Context: an optimization exercise on an open-source flow, tuned for small area. The choices shown serve that exercise and are no tape-out recipe. Only simulation tests tie the RTL to the original design; equivalence was not proved. Power and IR drop assume default switching activity.

Design top, start of the top module:
module top(
    input [1:0]   selectionSW,
    input [7:0]   desired_temp,
    input         CLK100MHZ,
    input         rst,
    input         TMP_SDA_i,
    output        TMP_SDA_o,
    output        TMP_SDA_oe,
    output        TMP_SCL,
    output reg [6:0] SEG,
    output reg [7:0] AN,
    output [15:0] LED,
    output redLED,
    output blueLED
    );
Size in the first run: roughly 810 cells after synthesis, ~49 I/O pins.
Settings: LEC_CHECK=0, CAP_MARGIN=20, CORE_MARGIN=2, CORE_UTILIZATION=40, SLEW_MARGIN=20; clock period 25.0 ns.
standard.sh (not shown) runs the stock make flow with config.mk's settings and CLKGATE_MAP_FILE= SYNTH_SCRIPT=/design/flow/synth_recipe.tcl, a recipe that flattens the netlist after the stock synthesis.
==> flow/flow/run.sh <==
#!/bin/bash
# Layout flow: the standard ORFS flow (standard.sh), with two changes:
#  - synthesis maps the logic with an area-oriented ABC script (flow/area.abc) and
#    without Yosys's half/full-adder extraction; everything else in the standard
#    synthesis script (synth_recipe.tcl) is unchanged, so the registers are the same;
#  - port buffers use the smallest buffer cell (sky130_fd_sc_hd__buf_1);
#  - clock tree synthesis uses clkbuf_8 buffers and inserts no dummy loads.
# Each tool writes its full log under orfs/logs/; make's output goes to flow_make.log.
set -euo pipefail
W=$(pwd)
F=$W/flow
{
  echo "proc abc {args} { set o {}; set s 0; foreach a \$args { if {\$s} {set s 0; continue}; if {\$a eq \"-script\"} {set s 1; continue}; lappend o \$a }; yosys abc -script $F/area.abc {*}\$o }"
  echo "proc extract_fa {args} { }"
  cat "$W/synth_recipe.tcl"
} > "$W/area_synth.tcl"
sed "s#SYNTH_SCRIPT=[^ ]*#SYNTH_SCRIPT=$W/area_synth.tcl #" "$W/standard.sh" > "$W/area_standard.sh"
bash "$W/area_standard.sh" \
  "BUFFER_PORTS_ARGS=-buffer_cell sky130_fd_sc_hd__buf_1" \
  "CTS_ARGS=-sink_clustering_enable -repair_clock_nets -buf_list sky130_fd_sc_hd__clkbuf_16 -sink_clustering_size 40 -dont_use_dummy_load" \
  finish > "$W/flow_make.log" 2>&1
==> flow/flow/area.abc <==
strash
dch -f
map -a
strash
dch -f
map -a
strash
dch -f
map -a
strash
dch -f
map -a
strash
dch -f
map -a
topo
Rerun with:
--- a/flow/flow/run.sh
+++ b/flow/flow/run.sh
@@ -18,4 +18,4 @@
 bash "$W/area_standard.sh" \
   "BUFFER_PORTS_ARGS=-buffer_cell sky130_fd_sc_hd__buf_1" \
-  "CTS_ARGS=-sink_clustering_enable -repair_clock_nets -buf_list sky130_fd_sc_hd__clkbuf_16 -sink_clustering_size 40 -dont_use_dummy_load" \
+  "CTS_ARGS=-sink_clustering_enable -repair_clock_nets -buf_list sky130_fd_sc_hd__clkbuf_8 -dont_use_dummy_load" \
   finish > "$W/flow_make.log" 2>&1
Result: The changed run finished clean. Non-clock buffer count stays the same. Cell count is unchanged. Clock skew came out higher by 0.018 ns. Wire length barely changes. Design area came out lower by 2.3%. Clock power came out lower by 30%.
Rerun with:
==> flow/flow/run.sh (replaced) <==
#!/bin/bash
# Layout flow: the standard ORFS flow (standard.sh), with these changes:
#  - synthesis maps the logic with an area-oriented ABC script (flow/area.abc.in,
#    run with four random seeds for its &deepsyn step; the smallest result is kept)
#    and without Yosys's half/full-adder extraction; everything else in the
#    standard synthesis script (synth_recipe.tcl) is unchanged, so the registers
#    are the same;
#  - port buffers use the smallest buffer cell (sky130_fd_sc_hd__buf_1);
#  - clock tree synthesis uses clkbuf_8 buffers and inserts no dummy loads.
# Each tool writes its full log under orfs/logs/; make's output goes to flow_make.log.
# Optional arguments: the make targets (default finish).
set -euo pipefail
W=$(pwd)
F=$W/flow
SEEDS="1 2 3 4"
DEEPSYN_S=${DEEPSYN_S:-100}
for s in $SEEDS; do
  sed -e "s/@SEED@/$s/" -e "s/@TIME@/$DEEPSYN_S/" "$F/area.abc.in" > "$W/area_$s.abc"
done
cat > "$W/area_synth.tcl" <<EOF
proc abc {args} {
  set o {}; set s 0; set lib {}
  foreach a \$args {
    if {\$s == 1} { set s 0; continue }
    if {\$s == 2} { set s 0; set lib \$a; lappend o \$a; continue }
    if {\$a eq "-script"} { set s 1; continue }
    if {\$a eq "-liberty"} { set s 2 }
    lappend o \$a
  }
  yosys design -save abc_pre
  set best 1e30
  foreach seed {$SEEDS} {
    yosys design -load abc_pre
    yosys abc -script $W/area_\$seed.abc {*}\$o
    yosys tee -q -o $W/abc_stat_\$seed.txt stat -liberty \$lib
    set fh [open $W/abc_stat_\$seed.txt]; set txt [read \$fh]; close \$fh
    regexp {Chip area for module[^:]*:\s*([0-9.]+)} \$txt -> area
    puts "area_synth: ABC seed \$seed gives \$area um2"
    if {\$area < \$best} { set best \$area; yosys design -save abc_best }
  }
  yosys design -load abc_best
  puts "area_synth: kept \$best um2"
}
proc extract_fa {args} { }
EOF
cat "$W/synth_recipe.tcl" >> "$W/area_synth.tcl"
sed "s#SYNTH_SCRIPT=[^ ]*#SYNTH_SCRIPT=$W/area_synth.tcl #" "$W/standard.sh" > "$W/area_standard.sh"
bash "$W/area_standard.sh" \
  "BUFFER_PORTS_ARGS=-buffer_cell sky130_fd_sc_hd__buf_1" \
  "CTS_ARGS=-sink_clustering_enable -repair_clock_nets -buf_list sky130_fd_sc_hd__clkbuf_8 -dont_use_dummy_load" \
  "${@:-finish}" > "$W/flow_make.log" 2>&1
==> flow/flow/area.abc.in (new file) <==
strash
&get -n
&dch -f
&nf -a -R 1000
&put
strash
&get -n
&deepsyn -T @TIME@ -S @SEED@
&put
strash
&get -n
&dch -f
&nf -a -R 1000
&put
strash
&get -n
&dch -f
&nf -a -R 1000
&put
strash
&get -n
&dch -f
&nf -a -R 1000
&put
topo
removed: flow/flow/area.abc
The new run finished with timing, DRC and antenna clean; cell area decreases by about 3.7%; clock power decreases by about 3%; total power decreases by 3.7%; combinational power decreases by about 40%; synthesized cell count decreases by 20%.
Rerun with:
==> flow/flow/run.sh (replaced) <==
#!/bin/bash
# Layout flow: the standard ORFS flow (standard.sh), with these changes:
#  - synthesis maps the logic with an area-oriented ABC script (flow/area.abc) and
#    without Yosys's half/full-adder extraction; everything else in the standard
#    synthesis script (synth_recipe.tcl) is unchanged, so the registers are the same;
#  - port buffers use the smallest buffer cell (sky130_fd_sc_hd__buf_1);
#  - clock tree synthesis uses clkbuf_8 buffers and inserts no dummy loads.
# Each tool writes its full log under orfs/logs/; make's output goes to flow_make.log.
set -euo pipefail
W=$(pwd)
F=$W/flow
{
  echo "proc abc {args} { set o {}; set s 0; foreach a \$args { if {\$s} {set s 0; continue}; if {\$a eq \"-script\"} {set s 1; continue}; lappend o \$a }; yosys abc -script $F/area.abc {*}\$o }"
  echo "proc extract_fa {args} { }"
  cat "$W/synth_recipe.tcl"
} > "$W/area_synth.tcl"
sed "s#SYNTH_SCRIPT=[^ ]*#SYNTH_SCRIPT=$W/area_synth.tcl #" "$W/standard.sh" > "$W/area_standard.sh"
bash "$W/area_standard.sh" \
  "BUFFER_PORTS_ARGS=-buffer_cell sky130_fd_sc_hd__buf_1" \
  "CTS_ARGS=-sink_clustering_enable -repair_clock_nets -buf_list sky130_fd_sc_hd__clkbuf_8 -dont_use_dummy_load" \
  finish > "$W/flow_make.log" 2>&1
==> flow/flow/area.abc (new file) <==
strash
dch -f
map -a
strash
&get -n
&deepsyn -T 60
&put
strash
dch -f
map -a
strash
dch -f
map -a
strash
dch -f
map -a
topo
removed: flow/flow/area.abc.in
=> The changed run passed the timing, DRC and antenna checks. Design area came out higher by a few percent. Flip-flop and latch count stays the same. Cell count grows by about a fifth. Wire length falls by a few percent. Power grows slightly. Utilization went down by 0.40 points. Via count increases by a few percent.
Rerun with:
==> flow/flow/area.abc (replaced) <==
strash
&get -n
&dch -f
&nf -a -R 1000
&put
strash
&get -n
&deepsyn -T 60
&put
strash
&get -n
&dch -f
&nf -a -R 1000
&put
strash
&get -n
&dch -f
&nf -a -R 1000
&put
strash
&get -n
&dch -f
&nf -a -R 1000
&put
topo
What happened: The new run finished clean. Wire length went up by 7.0%. Sequential share of layout area went up by 0.97 points. Combinational power barely changes.

## what the ideal ports hide
In the flow no input, the clock included, has a driving cell. The finished layouts below were timed again as built, in two steps. Step 1 (the two cells are an assumption about what drives the block):
set clk [get_ports {CLK100MHZ}]
set_driving_cell -lib_cell sky130_fd_sc_hd__clkbuf_16 $clk
set_driving_cell -lib_cell sky130_fd_sc_hd__buf_2 [delete_from_list [all_inputs] $clk]
Step 2 moves the port delays by t, midway between the first and last clock arrival at a register: inputs arrive t later, outputs are due t later. That takes back most of the time a late clock gives input paths. Three values: ideal ports, drivers, drivers and shift; two values: the first two.
run	t (ns)	slack for setup (ns)	slew at the worst register clock pin (ns)
the first run	0.464	13.881 / 13.860 / 13.860	0.08 / 0.08
the second run	0.487	13.889 / 13.868 / 13.868	0.12 / 0.12
the third run	0.490	13.488 / 13.429 / 13.429	0.12 / 0.12
the fourth run	0.487	13.496 / 13.475 / 13.475	0.11 / 0.11
the fifth run	0.480	13.515 / 13.492 / 13.492	0.10 / 0.10
After both steps every run listed still meets setup and hold. The setup slack of the third run, which loses most, moves by -0.059 ns with the drivers and by -0.059 ns with both steps.
